This is an optimization exercise on Yosys and OpenROAD, whose aim is small area and a short achievable clock period, not a production implementation.
In this exercise RTL edits were held to simulation tests only and were not proved equivalent to the original.
Power figures rest on the tool's default switching activity, not on a simulated workload.

==> config.mk <==
export PLATFORM = sky130hd
export DESIGN_NAME = SSCPU
export DESIGN_NICKNAME = SSCPU
export VERILOG_FILES = /design/flow/design.v
export SDC_FILE = /design/flow/constraint.sdc
export NUM_CORES = 4
export LEC_CHECK = 0
export CAP_MARGIN = 20
export CORE_MARGIN = 2
export CORE_UTILIZATION = 45
export PLACE_DENSITY = 0.6
export SLEW_MARGIN = 20
==> constraint.sdc <==
create_clock -name core_clock -period 36.0 [get_ports {clk}]
set_input_delay 7.2000 -clock core_clock [delete_from_list [all_inputs] [get_ports {clk}]]
set_output_delay 7.2000 -clock core_clock [all_outputs]
set_load 0.01 [all_outputs]
==> design.v <==
module Adder64 #(parameter WIDTH = 64) (S, A, B);
	output logic [WIDTH-1:0] S;
	input logic [WIDTH-1:0] A, B;
	logic [WIDTH:0] Ci;
	assign Ci[0] = 1'b0;
	genvar i;
	generate
		for(i = 0; i < WIDTH; i++) begin : ADDER
			full_Adder position (.Sum(S[i]), .Co(Ci[i+1]), .A(A[i]), .B(B[i]), .Ci(Ci[i]));
		end
	endgenerate
endmodule
module D_FF (q, d, reset, clk);
	output reg q;
	input d, reset, clk; 
	always_ff @(posedge clk) 
		if (reset) 
			q <= 0;  
		else 
			q <= d;  
endmodule
module Decoder32_5 (WriteEn, RegWrite, WriteRegister);
	output logic [31:0] WriteEn;
	input logic RegWrite;	 
	input logic [4:0] WriteRegister;
	logic [3:0] enable;
	logic WriteOpp3, WriteOpp4;
	parameter delay = 50;
	not inver4 (WriteOpp4, WriteRegister[4]);
	not inver3 (WriteOpp3, WriteRegister[3]);
	and e00 (enable[0], WriteOpp4, 			WriteOpp3, 			RegWrite);
	and e01 (enable[1], WriteOpp4, 			WriteRegister[3],	RegWrite);
	and e10 (enable[2], WriteRegister[4], WriteOpp3, 		RegWrite);
	and e11 (enable[3], WriteRegister[4], WriteRegister[3], RegWrite);
	Decoder8_3 de31_24 (.out(WriteEn[31:24]), .en(enable[3]), .s(WriteRegister[2:0]));
	Decoder8_3 de23_16 (.out(WriteEn[23:16]), .en(enable[2]), .s(WriteRegister[2:0]));
	Decoder8_3 de15_8  (.out(WriteEn[15:8]) , .en(enable[1]), .s(WriteRegister[2:0]));
	Decoder8_3 de7_0   (.out(WriteEn[7:0])  , .en(enable[0]), .s(WriteRegister[2:0]));
endmodule
module Decoder8_3 (out, en, s);
	output logic [7:0] out;
	input  logic       en;
	input  logic [2:0] s;
	logic        [2:0] o;		 
	parameter delay = 50;
	not inver2 (o[2], s[2]);
	not inver1 (o[1], s[1]);
	not inver0 (o[0], s[0]);
	and g000 (out[0], o[2], o[1], o[0], en);
	and g001 (out[1], o[2], o[1], s[0], en);
	and g010 (out[2], o[2], s[1], o[0], en);
	and g011 (out[3], o[2], s[1], s[0], en);
	and g100 (out[4], s[2], o[1], o[0], en);
	and g101 (out[5], s[2], o[1], s[0], en);
	and g110 (out[6], s[2], s[1], o[0], en);
	and g111 (out[7], s[2], s[1], s[0], en);
endmodule
module Forward_ctrl (cA, cB, Aa, Ab, Aw_EX, Aw_MEM, RegWrite_EX, RegWrite_MEM);
	output logic [1:0] cA, cB;			 
	input logic [4:0] Aa, Ab, Aw_EX, Aw_MEM;
	input logic RegWrite_EX, RegWrite_MEM;
	always_comb begin
		if (Aa == 5'd31) begin
			cA = 2'd0;
		end else if ((RegWrite_EX == 1)) begin
			if (Aa == Aw_EX) begin
				cA = 2'd1;
			end else if (RegWrite_MEM == 1 & Aa == Aw_MEM) begin
				cA = 2'd2;
			end else begin
				cA = 2'd0;
			end
		end else if (RegWrite_MEM == 1) begin
			if (Aa == Aw_MEM) begin
				cA = 2'd2;
			end else begin
				cA = 2'd0;
			end
		end else begin
			cA = 2'd0;
		end
	end
	always_comb begin
		if (Ab == 5'd31) begin
			cB = 2'd0;
		end else if ((RegWrite_EX == 1)) begin
			if (Ab == Aw_EX) begin
				cB = 2'd1;
			end else if (RegWrite_MEM == 1 & Ab == Aw_MEM) begin
				cB = 2'd2;
			end else begin
				cB = 2'd0;
			end 	
		end else if (RegWrite_MEM == 1) begin
			if (Ab == Aw_MEM) begin
				cB = 2'd2;
			end else begin
				cB = 2'd0;
			end
		end else begin
			cB = 2'd0;
		end
	end
endmodule
module SE9_64 #(parameter IN_WIDTH = 9,
					parameter OUT_WIDTH = 64) (
	output logic [OUT_WIDTH-1:0] SEout,
	input  logic [IN_WIDTH-1:0] SEin
	);
	assign SEout = {{(OUT_WIDTH-IN_WIDTH){SEin[IN_WIDTH-1]}},SEin};
endmodule
module ZE12_64 #(parameter IN_WIDTH = 12,
					parameter OUT_WIDTH = 64) (
	output logic [OUT_WIDTH-1:0] ZEout,
	input  logic [IN_WIDTH-1:0] ZEin
	);
	assign ZEout = {{(OUT_WIDTH-IN_WIDTH){1'b0}},ZEin};
endmodule
module adder_subtracter (Sum, last_Co, OF, A, B, s0);	 
	output logic [63:0] Sum;
	output logic last_Co, OF;	 
	input  logic [63:0] A, B;
	input  logic s0;
	logic [63:0] Bn, muxOut, Co;
	parameter delay = 50;
	genvar i, j;
	generate
		for(i = 0; i < 64; i++) begin : each_invert
			not invertgate (Bn[i], B[i]);
		end
	endgenerate
	mux2_1 m1 (.out(muxOut[0]), .in1(B[0]), .in2(Bn[0]), .s(s0));
	full_Adder f1 (.Sum(Sum[0]), .Co(Co[0]), .A(A[0]), .B(muxOut[0]), .Ci(s0));
	generate
		for(j = 1; j < 64; j++) begin : each_adder
			mux2_1 m1 (.out(muxOut[j]), .in1(B[j]), .in2(Bn[j]), .s(s0));
			full_Adder f1 (.Sum(Sum[j]), .Co(Co[j]), .A(A[j]), .B(muxOut[j]), .Ci(Co[j-1]));
		end
	endgenerate
	xor check_OF (OF, Co[63], Co[62]);	 
	assign last_Co = Co[63];	 
endmodule
module alu (A, B, cntrl, result, negative, zero, overflow, carry_out);
	input logic [63:0] A, B;
	input logic [2:0]  cntrl;
	output logic [63:0] result;
	output logic negative, zero, overflow, carry_out;
	logic [63:0] AandB, AorB, AxrB, add_sub;
	logic [7:0] [63:0] in;
	logic [63:0] [7:0] rOd;	 
	logic [31:0] lv0;
	logic [15:0] lv1;
	logic [7:0] lv2;
	logic [3:0] lv3;
	logic [1:0] lv4;
	parameter delay = 50;
	genvar i, j;
	generate
		for(i = 0; i < 64; i++) begin : and_or_xor
			and andgate (AandB[i], A[i], B[i]);
			or  orgate  (AorB[i], A[i], B[i]);
			xor xorgate (AxrB[i], A[i], B[i]);		
		end
	endgenerate
	adder_subtracter cal (.Sum(add_sub), .last_Co(carry_out), .OF(overflow), .A, .B, .s0(cntrl[0]));
	assign in[0] = B;
	assign in[1] = 64'd0;
	assign in[7] = 64'd0;
	assign in[2] = add_sub;
	assign in[3] = add_sub;
	assign in[4] = AandB;
	assign in[5] = AorB;
	assign in[6] = AxrB;
	genvar x,y;
	generate
		for (x = 0; x < 8; x++) begin : row		 
			for (y = 0; y < 64; y++) begin : col
				assign rOd[y][x] = in[x][y];
			end
		end
	endgenerate
	generate
		for(j = 0; j < 64; j++) begin : muxs
			mux8_1 m (.out(result[j]), .in(rOd[j][7:0]), .s(cntrl));	 
		end
	endgenerate
	assign negative = result[63];
	genvar a, b, c, d, e;
	generate		 
		for(a = 0; a < 32; a++) begin : layer0
			or l0 (lv0[a], result[a], result[a+32]);
		end
		for(b = 0; b < 16; b++) begin : layer1
			or l1 (lv1[b], lv0[b], lv0[b+16]);
		end
		for(c = 0; c < 8; c++) begin : layer2
			or l2 (lv2[c], lv1[c], lv1[c+8]);
		end
		for(d = 0; d < 4; d++) begin : layer3
			or l3 (lv3[d], lv2[d], lv2[d+4]);
		end
		for(e = 0; e < 2; e++) begin : layer4
			or l4 (lv4[e], lv3[e], lv3[e+2]);
		end
	endgenerate
	nor l5 (zero, lv4[0], lv4[1]);
endmodule
module condCheck (action, CondCode); 
	input logic [4:0] CondCode;
	output logic action;
	logic wire1, wire2;
	nor a (wire1, CondCode[4], CondCode[2]);
	and b (wire2, CondCode[3], CondCode[1], CondCode[0]);
	and c (action, wire1, wire2);
endmodule
module controller (read_enable, Reg2Loc, AdI, ALUSrc, ALUOp, FWen, Sctr, MemToReg, 
						 RegWrite, MemWrite, Bcond, UncondBr, BrTaken, Opcode, flagOut, LT, isZero);
	output logic read_enable, Reg2Loc, AdI, ALUSrc, FWen, Sctr, MemToReg, RegWrite, MemWrite;	 
	output logic [2:0] ALUOp;
	output logic Bcond,UncondBr, BrTaken;		 
	input logic [10:0] Opcode;
	input logic [3:0] flagOut;   
	input logic LT, isZero;
	logic [14:0] outCtr;
	logic CBZ, condi, BrTak1, BrTak3, BrTaken0;
	parameter delay = 50;
	assign read_enable = outCtr[14];
	assign Reg2Loc  = outCtr[13];
	assign AdI 		 = outCtr[12];
	assign ALUSrc 	 = outCtr[11];
	assign ALUOp [2:0] = outCtr[10:8];
	assign FWen 	 = outCtr[ 7];
	assign Sctr 	 = outCtr[ 6];
	assign MemToReg = outCtr[ 5];
	assign RegWrite = outCtr[ 4];
	assign MemWrite = outCtr[ 3];
	assign Bcond 	 = outCtr[ 2];
	assign UncondBr = outCtr[ 1];
	assign CBZ 		 = outCtr[ 0];
	always_comb begin
		casex (Opcode)
			11'b1001000100x: outCtr = 15'b001101000010000;	 
			11'b10101011000: outCtr = 15'b010001010010000;	 
			11'b11111000010: outCtr = 15'b100101000110000;	 
			11'b11111000000: outCtr = 15'b000101000001000;	 
			11'b000101xxxxx: outCtr = 15'b000000000000010;	 
			11'b10110100xxx: outCtr = 15'b000000000000001;	 
			11'b01010100xxx: outCtr = 15'b000000000000100;	 
			11'b10001010000: outCtr = 15'b010010000010000;	 
			11'b11001010000: outCtr = 15'b010011000010000;	 
			11'b11010011010: outCtr = 15'b000000001010000;	 
			11'b11101011000: outCtr = 15'b010001110010000;	 
			11'b00000000000: outCtr = 15'b000000000000000;	 
			default: outCtr = 15'b000000000000000;
		endcase
	end
	xor a1 (condi, flagOut[3], flagOut[1]);
	and a2 (BrTak1, LT, condi);
	and c1 (BrTak3, CBZ, isZero);
	or brtaken (BrTaken, BrTak1, UncondBr, BrTak3);
endmodule
module full_Adder (Sum, Co, A, B, Ci);
	output logic Sum, Co;
	input logic A, B, Ci;
	logic D, E, F, G;
	parameter delay = 50;
	xor xorgate0 (D, A, B);
	xor xorgate1 (Sum, D, Ci);
	and gate0 (E, A ,B);
	and gate1 (F, A ,Ci);
	and gate2 (G, B ,Ci);
	or  outputgate (Co, E, F, G);
endmodule
module lshifter_2(offset, addr);
	output logic [63:0] addr;
	input logic [63:0] offset;
	assign addr[0]=0;
	assign addr[1]=0;
	genvar i;
	generate
		for (i=2; i<64; i++) begin : shifter
			assign addr[i]=offset[i-2];
		end
	endgenerate
endmodule
module mux16_1 (out, in, s);
	output logic out;
	input logic [15:0] in;
	input logic [3:0] s;
	logic [3:0] muxout;
	mux4_1 mux0 (.out(muxout[0]), .in(in[3:0]  ), .s(s[1:0]));
	mux4_1 mux1 (.out(muxout[1]), .in(in[7:4]  ), .s(s[1:0]));
	mux4_1 mux2 (.out(muxout[2]), .in(in[11:8] ), .s(s[1:0]));
	mux4_1 mux3 (.out(muxout[3]), .in(in[15:12]), .s(s[1:0]));
	mux4_1 muxF (.out, .in(muxout[3:0]), .s(s[3:2]));
endmodule
module mux2_1 (out, in1, in2, s);	 
	output logic out;
	input logic in1, in2, s;
	logic A, B, os;
	parameter delay = 50;
	not invertgate (os, s);
	and gate1 (A,os,in1);
	and gate2 (B,s ,in2);
	or  outputgate (out, A, B);
endmodule
module mux2_1p #(parameter WIDTH = 64) (out, port0, port1, s);
	output logic [WIDTH-1:0] out;
	input logic [WIDTH-1:0] port0, port1;
	input logic s;
	genvar j;
	generate
		for (j = 0; j < WIDTH; j++) begin : MUX
			mux2_1 m (.out(out[j]), .in1(port0[j]), .in2(port1[j]), .s);
		end
	endgenerate
endmodule
module mux32_1 (out, in, s);
	output logic out;
	input logic [31:0] in;
	input logic [4:0] s;
	logic [1:0] muxout;
	logic [31:0] in_reorder;
	mux16_1 mux1 (.out(muxout[1]), .in(in[31:16]), .s(s[3:0]));
	mux16_1 mux0 (.out(muxout[0]), .in(in[15:0] ), .s(s[3:0]));
	mux2_1 muxF (.out, .in1(muxout[0]), .in2(muxout[1]), .s(s[4]));
endmodule
module mux4_1 (out, in, s);
	output logic out;
	input logic [3:0] in;
	input logic [1:0] s;
	logic mux1out, mux2out;
	mux2_1 mux1 (.out(mux1out), .in1(in[0]), .in2(in[1]), .s(s[0]));
	mux2_1 mux2 (.out(mux2out), .in1(in[2]), .in2(in[3]), .s(s[0]));
	mux2_1 muxF (.out, .in1(mux1out), .in2(mux2out), .s(s[1]));
endmodule
module mux4_1p #(parameter WIDTH = 64) (out, in, s);
	output logic [WIDTH-1:0] out;
	input logic [1:0] s;
	input logic [3:0] [WIDTH-1:0] in;
	logic [WIDTH-1:0] [3:0] MuxIn;
	genvar x,y;
	generate
		for (x = 0; x < 4; x++) begin : row		 
			for (y = 0; y < WIDTH; y++) begin : col
				assign MuxIn[y][x] = in[x][y];
			end
		end
	endgenerate
	genvar j;
	generate
		for (j = 0; j < WIDTH; j++) begin : MUX
			mux4_1 m41 (.out(out[j]), .in(MuxIn[j]), .s);
		end
	endgenerate
endmodule
module mux8_1 (out, in, s);
	output logic out;
	input logic [7:0] in;
	input logic [2:0] s;
	logic [1:0] muxout;
	mux4_1 mux0 (.out(muxout[0]), .in(in[3:0]  ), .s(s[1:0]));
	mux4_1 mux1 (.out(muxout[1]), .in(in[7:4]  ), .s(s[1:0]));
	mux2_1 muxF (.out, .in1(muxout[0]), .in2(muxout[1]), .s(s[2]));
endmodule
module oneRegister (DataOut, DataIn, WriteEn, clk, reset);	 
	output logic [63:0] DataOut;
	input  logic        clk, WriteEn, reset;
	input  logic [63:0] DataIn;
	logic        [63:0] muxOut;
	genvar i;
	generate
		for(i = 0; i < 64; i++) begin : each1bRegister
			mux2_1 mx (.out(muxOut[i]), .in1(DataOut[i]), .in2(DataIn[i]), .s(WriteEn));
			D_FF regis (.q(DataOut[i]), .d(muxOut[i]), .reset, .clk);
		end
	endgenerate
endmodule
module reg_p #(parameter WIDTH = 4) (DataOut, DataIn, WriteEn, clk, reset);	 
	output logic [WIDTH-1:0] DataOut;
	input  logic       clk, WriteEn, reset;
	input  logic [WIDTH-1:0] DataIn;
	logic        [WIDTH-1:0] muxOut;
	genvar i;
	generate
		for(i = 0; i < WIDTH; i++) begin : each1bRegister
			mux2_1 mx (.out(muxOut[i]), .in1(DataOut[i]), .in2(DataIn[i]), .s(WriteEn));
			D_FF regis (.q(DataOut[i]), .d(muxOut[i]), .reset, .clk);
		end
	endgenerate
endmodule
module regfile (ReadData1, ReadData2, WriteData,	 				 
					 ReadRegister1, ReadRegister2, WriteRegister, 	 
					 RegWrite, clk);  										 
	output logic [63:0] ReadData1, ReadData2;
	input logic         clk;
	input logic [4:0]   ReadRegister1, ReadRegister2, WriteRegister; 
	input logic [63:0]  WriteData;  
	input logic RegWrite;
	logic reset;
	logic [63:0] RawData1, RawData2;
	logic [31:0] WriteEn;
	logic [31:0][63:0] RegOut;
	logic [63:0][31:0] MuxIn;
	parameter delay = 50;
	assign reset = 1'b0;
	Decoder32_5 deco (.WriteEn, .RegWrite, .WriteRegister);
	genvar i;
	generate
		for(i = 0; i < 31; i++) begin : each64bRegister
			oneRegister Reg64 (.DataOut(RegOut[i][63:0]), .DataIn(WriteData), .WriteEn(WriteEn[i]), .clk(clk), .reset);
		end
		for(i = 0; i < 64; i++) begin : zeros
			assign RegOut[31][i] = 1'b0;
		end
	endgenerate
	genvar x,y;
	generate
		for (x = 0; x < 32; x++) begin : row		 
			for (y = 0; y < 64; y++) begin : col
				assign MuxIn[y][x] = RegOut[x][y];
			end
		end
	endgenerate
	genvar j;
	generate
		for (j = 0; j < 64; j++) begin : MUX
			mux32_1 mux1 (.out(RawData1[j]), .in(MuxIn[j][31:0]), .s(ReadRegister1));
			mux32_1 mux2 (.out(RawData2[j]), .in(MuxIn[j][31:0]), .s(ReadRegister2));
		end
	endgenerate
	assign ReadData1 = (RegWrite && WriteRegister == ReadRegister1 && ReadRegister1 != 5'd31) ? WriteData : RawData1;
	assign ReadData2 = (RegWrite && WriteRegister == ReadRegister2 && ReadRegister2 != 5'd31) ? WriteData : RawData2;
endmodule
module shifterP #(parameter WIDTH = 32) (
	input logic		[WIDTH-1:0]	value,
	input logic					direction,  
	input	logic		[5:0]		distance,   
	output logic	[WIDTH-1:0]	result
	);
	always_comb begin
		if (direction == 0)
			result = value << distance;
		else
			result = value >> distance;
	end
endmodule
module zero_test (isZero, data);
	input logic [63:0] data;
	output logic isZero;
	logic [31:0] lv0;
	logic [15:0] lv1;
	logic [7:0] lv2;
	logic [3:0] lv3;
	logic [1:0] lv4;
	parameter delay = 50;
	genvar a, b, c, d, e;
	generate		 
		for(a = 0; a < 32; a++) begin : layer0
			or l0 (lv0[a], data[a], data[a+32]);
		end
		for(b = 0; b < 16; b++) begin : layer1
			or l1 (lv1[b], lv0[b], lv0[b+16]);
		end
		for(c = 0; c < 8; c++) begin : layer2
			or l2 (lv2[c], lv1[c], lv1[c+8]);
		end
		for(d = 0; d < 4; d++) begin : layer3
			or l3 (lv3[d], lv2[d], lv2[d+4]);
		end
		for(e = 0; e < 2; e++) begin : layer4
			or l4 (lv4[e], lv3[e], lv3[e+2]);
		end
	endgenerate
	nor l5 (isZero, lv4[0], lv4[1]);
endmodule
module SSCPU (clk, reset, imem_addr, imem_rdata,
              dmem_addr, dmem_we, dmem_re, dmem_wdata, dmem_rdata);
	parameter delay = 50;
	input logic clk, reset;
	output logic [63:0] imem_addr;
	input  logic [31:0] imem_rdata;
	output logic [63:0] dmem_addr;
	output logic        dmem_we, dmem_re;
	output logic [63:0] dmem_wdata;
	input  logic [63:0] dmem_rdata;
	logic [31:0] instruction0, instruction;	 
	logic [63:0] mout1, shOut, UncondResult;
	logic [63:0] newPC, IM_addr, IM_addr_delay, plus4out;
	logic [18:0] imm19;
	logic [25:0] imm26;
	logic [63:0] Extend1, Extend2, Extend3, Extend4;
	logic [3:0]  flagOut;  
	logic [2:0]  ALUOp;
	logic read_enable, UncondBr, BrTaken, Bcond, Reg2Loc, RegWrite, AdI, ALUSrc, FWen, Sctr, MemWrite, MemToReg;   
	logic LT, negative, zero, overflow, carry_out, isZero;
	logic [10:0] Opcode;
	logic [4:0] Rd, Rn, Rm, CCIn, Ab;	 
	logic [63:0] Da0, Da, Db0, Db, Dw;	 
	logic [63:0] ExNum, ALUinB, shifted, ALUout_EX, result0, result1;
	logic [8:0] imm9;
	logic [11:0] imm12;
	logic [5:0] SHAMT;
	logic [3:0] flagOut0;
	logic flagChose;
	logic MemToReg_MEM, MemWrite_MEM, read_enable_MEM, RegWrite_MEM;  
	logic [63:0] result0_MEM, Db_MEM, Dw_MEM;
	logic [4:0] Rd_MEM;
	logic [2:0]  ALUOp_EX;
	logic Sctr_EX, FWen_EX, MemToReg_EX, MemWrite_EX, read_enable_EX, RegWrite_EX;   
	logic [63:0] Da_EX, ALUinB_EX, Db_EX;
	logic [4:0] Rd_EX;
	logic [5:0] SHAMT_EX;
	logic RegWrite_WB;  
	logic [63:0] Dw_WB;
	logic [4:0] Rd_WB;
	logic [3:0] [63:0] MuxAin;
	logic [3:0] [63:0] MuxBin;
	logic [1:0] cA, cB;	 
	reg_p #(64) PcReg (.DataOut(IM_addr), .DataIn(newPC), .WriteEn(1'b1), .clk, .reset);
	assign imem_addr = IM_addr;
	assign instruction0 = imem_rdata;
	reg_p #(64) PcReg_delay (.DataOut(IM_addr_delay), .DataIn(IM_addr), .WriteEn(1'b1), .clk, .reset);
	Adder64 #(64) p4 (.S(plus4out), .A(IM_addr), .B(64'd4));	 
	reg_p #(32) IF_RF (.DataOut(instruction), .DataIn(instruction0), .WriteEn(1'b1), .clk, .reset);		 
	assign imm19 = instruction[23:5];
	assign imm26 = instruction[25:0];
	SE9_64 #(19, 64) se1 (.SEout(Extend1), .SEin(imm19));
	SE9_64 #(26, 64) se2 (.SEout(Extend2), .SEin(imm26));
	mux2_1p #(64) uncond (.out(mout1), .port0(Extend1), .port1(Extend2), .s(UncondBr));  
	lshifter_2 Shifter1 (.offset(mout1), .addr(shOut));
	Adder64 #(64) unCondAdd (.S(UncondResult), .A(shOut), .B(IM_addr_delay));	 
	mux2_1p #(64) resultMux (.out(newPC), .port0(plus4out), .port1(UncondResult), .s(BrTaken));													 
	assign Opcode = instruction[31:21];
	controller ctr (.read_enable, .Reg2Loc, .AdI, .ALUSrc, .ALUOp, .FWen, .Sctr, .MemToReg, 
						 .RegWrite, .MemWrite, .Bcond, .UncondBr, .BrTaken, .Opcode, .flagOut, .LT, .isZero);
	assign Rd = instruction[4:0];
	assign Rn = instruction[9:5];																						 
	assign Rm = instruction[20:16];
	assign imm9 = instruction[20:12];
	assign imm12 = instruction[21:10];
	assign SHAMT = instruction[15:10];																				 
	mux2_1p #(5) BcondMux (.out(CCIn), .port0(5'b10000), .port1(Rd), .s(Bcond)); 
	condCheck cCh (.action(LT), .CondCode(CCIn));
	mux2_1p #(5) RdRm (.out(Ab), .port0(Rd), .port1(Rm), .s(Reg2Loc));									 
	regfile RF (.ReadData1(Da0), .ReadData2(Db0), .WriteData(Dw_WB),	 				 
					.ReadRegister1(Rn), .ReadRegister2(Ab), .WriteRegister(Rd_WB), 	 
					.RegWrite(RegWrite_WB), .clk); 
	zero_test zt (.isZero, .data(Db));		 
	SE9_64  se3 (.SEout(Extend3), .SEin(imm9));
	ZE12_64 ze4 (.ZEout(Extend4), .ZEin(imm12));				
	mux2_1p #(64) immC (.out(ExNum), .port0(Extend3), .port1(Extend4), .s(AdI));	
	mux2_1p #(64) ALUB (.out(ALUinB), .port0(Db), .port1(ExNum), .s(ALUSrc));
	reg_p #(3) c_EX1 (.DataOut(ALUOp_EX), .DataIn(ALUOp), .WriteEn(1'b1), .clk, .reset);	 
	D_FF c_EX2 (.q(Sctr_EX), 			.d(Sctr), 			.reset, .clk);								 
	D_FF c_EX3 (.q(FWen_EX), 			.d(FWen), 			.reset, .clk);								 
	D_FF c_EX4 (.q(MemToReg_EX), 		.d(MemToReg), 		.reset, .clk);								 
	D_FF c_EX5 (.q(MemWrite_EX), 		.d(MemWrite), 		.reset, .clk);								 
	D_FF c_EX6 (.q(read_enable_EX), 	.d(read_enable), 	.reset, .clk);								 
	D_FF c_EX7 (.q(RegWrite_EX), 		.d(RegWrite), 		.reset, .clk);								 
	reg_p #(64) d_EX1 (.DataOut(Da_EX), 		.DataIn(Da), 		.WriteEn(1'b1), .clk, .reset);
	reg_p #(64) d_EX2 (.DataOut(ALUinB_EX), 	.DataIn(ALUinB), 	.WriteEn(1'b1), .clk, .reset);
	reg_p #(64) d_EX3 (.DataOut(Db_EX), 		.DataIn(Db), 		.WriteEn(1'b1), .clk, .reset);
	reg_p #(5)  d_EX4 (.DataOut(Rd_EX), 		.DataIn(Rd), 		.WriteEn(1'b1), .clk, .reset);
	reg_p #(6)  d_EX5 (.DataOut(SHAMT_EX), 	.DataIn(SHAMT), 	.WriteEn(1'b1), .clk, .reset);
	shifterP #(64) s2 (.value(Da_EX), .direction(1'b1), .distance(SHAMT_EX), .result(shifted));
	alu a (.A(Da_EX), .B(ALUinB_EX), .cntrl(ALUOp_EX), .result(ALUout_EX), .negative, .zero, .overflow, .carry_out);
	reg_p #(4) flagReg (.DataOut(flagOut0), .DataIn({negative, zero, overflow, carry_out}), .WriteEn(FWen_EX), .clk, .reset);
	mux2_1p #(4) flag (.out(flagOut), .port0(flagOut0), .port1({negative, zero, overflow, carry_out}), .s(flagChose));	 
	and fcho (flagChose, FWen_EX, LT);
	mux2_1p #(64) SOA (.out(result0), .port0(ALUout_EX), .port1(shifted), .s(Sctr_EX));
	D_FF c_M1 (.q(MemToReg_MEM), 		.d(MemToReg_EX), 		.reset, .clk);								 
	D_FF c_M2 (.q(MemWrite_MEM), 		.d(MemWrite_EX), 		.reset, .clk);								 
	D_FF c_M3 (.q(read_enable_MEM), 	.d(read_enable_EX), 	.reset, .clk);								 
	D_FF c_M4 (.q(RegWrite_MEM), 		.d(RegWrite_EX), 		.reset, .clk);								 
	reg_p #(64) d_M1 (.DataOut(result0_MEM), 	.DataIn(result0), 	.WriteEn(1'b1), .clk, .reset);
	reg_p #(64) d_M2 (.DataOut(Db_MEM), 		.DataIn(Db_EX), 		.WriteEn(1'b1), .clk, .reset);
	reg_p #(5)  d_M3 (.DataOut(Rd_MEM), 		.DataIn(Rd_EX), 		.WriteEn(1'b1), .clk, .reset);
	assign dmem_addr  = result0_MEM;
	assign dmem_we    = MemWrite_MEM;
	assign dmem_re    = read_enable_MEM;
	assign dmem_wdata = Db_MEM;
	assign result1    = dmem_rdata;
	mux2_1p #(64) mFinal (.out(Dw_MEM), .port0(result0_MEM), .port1(result1), .s(MemToReg_MEM));
	D_FF c_W1 (.q(RegWrite_WB), .d(RegWrite_MEM), .reset, .clk);								 
	reg_p #(64) d_W1 (.DataOut(Dw_WB), 	.DataIn(Dw_MEM), 	.WriteEn(1'b1), .clk, .reset);
	reg_p #(5)  d_W2 (.DataOut(Rd_WB), 		.DataIn(Rd_MEM), 		.WriteEn(1'b1), .clk, .reset);
	assign MuxAin [3] = 64'd0;
	assign MuxAin [2] = Dw_MEM;
	assign MuxAin [1] = result0;
	assign MuxAin [0] = Da0;
	assign MuxBin [3] = 64'd0;
	assign MuxBin [2] = Dw_MEM;
	assign MuxBin [1] = result0;
	assign MuxBin [0] = Db0;
	Forward_ctrl FCrtl (.cA, .cB, .Aa(Rn), .Ab, .Aw_EX(Rd_EX), .Aw_MEM(Rd_MEM), .RegWrite_EX, .RegWrite_MEM);
	mux4_1p FA (.out(Da), .in(MuxAin), .s(cA));		 
	mux4_1p FB (.out(Db), .in(MuxBin), .s(cB));
endmodule
==> run.sh <==
#!/bin/bash
# synth_recipe.tcl (not shown) runs the flow's synth.tcl, then flattens the netlist and writes it again
# the make line also repeats each setting of config.mk as NAME=value (left out here)
make -C /OpenROAD-flow-scripts/flow DESIGN_CONFIG=/design/flow/config.mk WORK_HOME=/design/flow/orfs CLKGATE_MAP_FILE= SYNTH_SCRIPT=/design/flow/synth_recipe.tcl finish
==> run notes <==
-- stage by stage --
stage | std cells | utilization
floorplan | 10500 | -
detailed placement | 14100 | 0.476
global placement | 14100 | 0.476
CTS | 14600 | 0.508
global route | 14600 | 0.508
finish | 14600 | 0.509
-- final cells by class --
| class | count | area (µm²) |
|---|---|---|
| Antenna cell | 79 | 198 |
| Clock buffer | 352 | 7600 |
| Clock inverter | 163 | 1670 |
| Fill cell | 24600 | 143000 |
| Inverter | 262 | 985 |
| Multi-Input combinational cell | 6611 | 54900 |
| Sequential cell | 2563 | 71200 |
| Tap cell | 3900 | 4880 |
| Timing Repair Buffer | 718 | 6350 |
-- worst paths after layout --
check                                     end  slack [ns]  cells past startpoint
max reg2reg  PcReg.each1bRegister[14].regis.q        2.64                     78
min reg2reg   d_M2.each1bRegister[26].regis.q        0.44                      1
min           d_M2.each1bRegister[26].regis.q        0.44                      1
max          PcReg.each1bRegister[14].regis.q        2.64                     78
-- worst max-delay path: cells and delay by family (launching register included) --
kind / cells / cell delay, ns
compound gates: 6 / 1.54
buf+inv: 4 / 0.88
flops: 1 / 0.58
simple gates: 5 / 2.17
fa+ha+maj: 63 / 27.91
-- synth_stat cells (86+ instances only) --
master / instances
a32oi_1: 95
o21ai_0: 377
buf_2: 117
inv_1: 258
nand3_1: 398
a21oi_1: 355
edfxtp_1: 1984
nand2_1: 1202
fa_1: 122
buf_1: 199
mux4_2: 653
ha_1: 253
a211oi_1: 443
a31oi_1: 163
mux2i_1: 458
nor3_1: 91
buf_4: 198
a311oi_1: 86
nor2_1: 461
clkbuf_1: 563
dfxtp_1: 579
and3_1: 213
nor2b_1: 296
-- logic make-up (layout without fill, tap and decap cells) --
group	Yosys count	in the layout
other	0	79
AO/OA/AOI/OAI	2161	2161
XOR/XNOR	39	39
flip-flops	2563	2563
adder cells (fa/ha/maj)	375	375
buffers and inverters	1347	1495
multiplexers	1167	1167
AND/OR/NAND/NOR	2869	2869
-- routing by layer --
layer | global-route usage | up-vias
met2 | 0.559 | 9266
met3 | 0.139 | 2026
met1 | 0.513 | 51900
met4 | 0.249 | 44
met5 | 0 | -
li1 | - | 40200
-- power breakdown --
part,switching (W),total (W),internal [W]
Combinational,0.000592,0.000884,0.000292
Sequential,0.0000656,0.00328,0.00321
Clock,0.00129,0.00298,0.00169
-- cells in the final DEF, fill, tap and decap left out, types with 353 or more instances in the layout --
master	synthesis	routed
a211oi_1	443	433
buf_4	198	409
a21oi_1	355	353
mux2i_1	458	451
dfxtp_1	579	541
edfxtp_1	1984	1984
o21ai_0	377	374
nand2_1	1202	1197
nor2_1	461	421
nand3_1	398	396
mux4_2	653	653
==> out/metrics.csv <==
metric,value,unit
yosysSeqAreaShare,0.542,
die_h,544,µm
hold_ws,0.435,ns
path_class,register to register,
period_share,0.927,
cts_tree,yes,
synthTopCellsByArea,"edfxtp_1 (45%), mux4_2 (11%), dfxtp_1 (8.8%)",
syn_area,131000,µm²
coreArea,291000,µm²
hold_viol,0,
synth_top_family_by_area,multiplexers,
ctsHoldBuffers,0,
cp_common_cell,fa_1,
drive_gt1_frac,0.164,
wl_met3,91100,µm
first_global_vias,95900,
status,finished clean,
die_w,544,µm
layout_setup_ws,2.64,ns
cap_viol_max_count,0,
worstHoldPathType,register to register,
fin_tns_setup,0,ns
wl_met2,250000,µm
cts_resized,0,
final_cell_area,148000,µm²
clk_pin_slew,0.06,ns
critPathMaxStageDelay,0.77,ns
worstPathMaxFanout,31,
insertion_delay,0.94,ns
cts_buffers,284,
synth_ff_type,edfxtp_1,
synth_area_per_cell,12.5,µm²
cp_slowest_cell,and4_2,
setup_viol,0,
async_flop_share,0,
drtPass1Iterations,9,
crit_path_end_kind,register,
synth_mux_area_frac,0.152,
grt_use_total,0.394,
clockBufferDepth,4,
cp_data_required_time,36.80,ns
crit_start,c_EX1.each1bRegister[0].regis.q,
start_util,0.452,
wl_per_cell,40.7,µm
ir_drop,0.0344,mV
cts.sinks,2563,
synth_compound_area_frac,0.113,
root_buffer,clkbuf_16,
top_layer_used,met5,
dpl_worst_slack,2.74,ns
drv_slew,0,
boundaryPins,292,
ys_types,103,
cellPowerDensity,48.3,nW/µm²
routed_wl,596000,µm
portBuffers,291,
synthSimpleGateAreaFrac,0.102,
synth.top_cell.area_share,0.454,
viasPerCell,7.06,
syn_inst,10500,
post-route-min-period,33.36,ns
rsz0062_at_grt,no,
drt_iter0_markers,18300,
gp_congestion,1.06,
p_leak,51.1,nW
worstSetupStartpointType,register,
yosysWarningCount,4,
crit_arrival,34.16,ns
ant_nets,0,
synth_seq_cells,2563,
wl_met1,212000,µm
fp.dieArea,296000,µm²
synth_edf_count,1984,
grt_max_degree,134,
hpwlAfterDp,385000,µm
synth_xor_area_frac,0.00266,
final_nets,10900,
rows,198,
grt_pass1_wl,807000,µm
r2r_start,c_EX1.each1bRegister[0].regis.q,
antenna_found_initial,94,
place_area,138000,µm²
post-cts-setup-buffers,0,
fmax,0.0300,GHz
synth_fa_ha_area_frac,0.0427,
yosysTopAreaCell,edfxtp_1,
grt_overflow_total,0,
worst_pin_slew,1.39,ns
area_growth,12.7,%
relSlewSlack,0.0669,
hold_path.startpoint,d_EX3.each1bRegister[26].regis.q,
route.detailed.drc,0,
htree_levels,5,
skew,0.0492,ns
vias,103000,
synth_nets,11000,
total_power,0.00714,W

==> what the ideal ports hide <==
In the flow no input, the clock included, has a driving cell. The finished layout below was timed again as built, in two steps.
Step 1 sets driving cells, clkbuf_16 on the clock port and buf_2 on the other inputs (assumed; they add their load-dependent delay and slew).
Step 2, shift: input delay + t, output delay - t, t = (earliest + latest rising clock arrival at the registers) / 2. This alone moves slack from input paths to output paths.
Three values: ideal, step 1, step 2; two values: the first two.
t, ns: 1.014
setup slack, ns: 2.640 / 2.640 / 2.640
latest minus earliest clock arrival (ns): 0.053 / 0.053
After both steps this run still meets setup and hold. For this run, drivers alone change the setup slack by 0.000 ns; drivers and shift together by 0.000 ns.
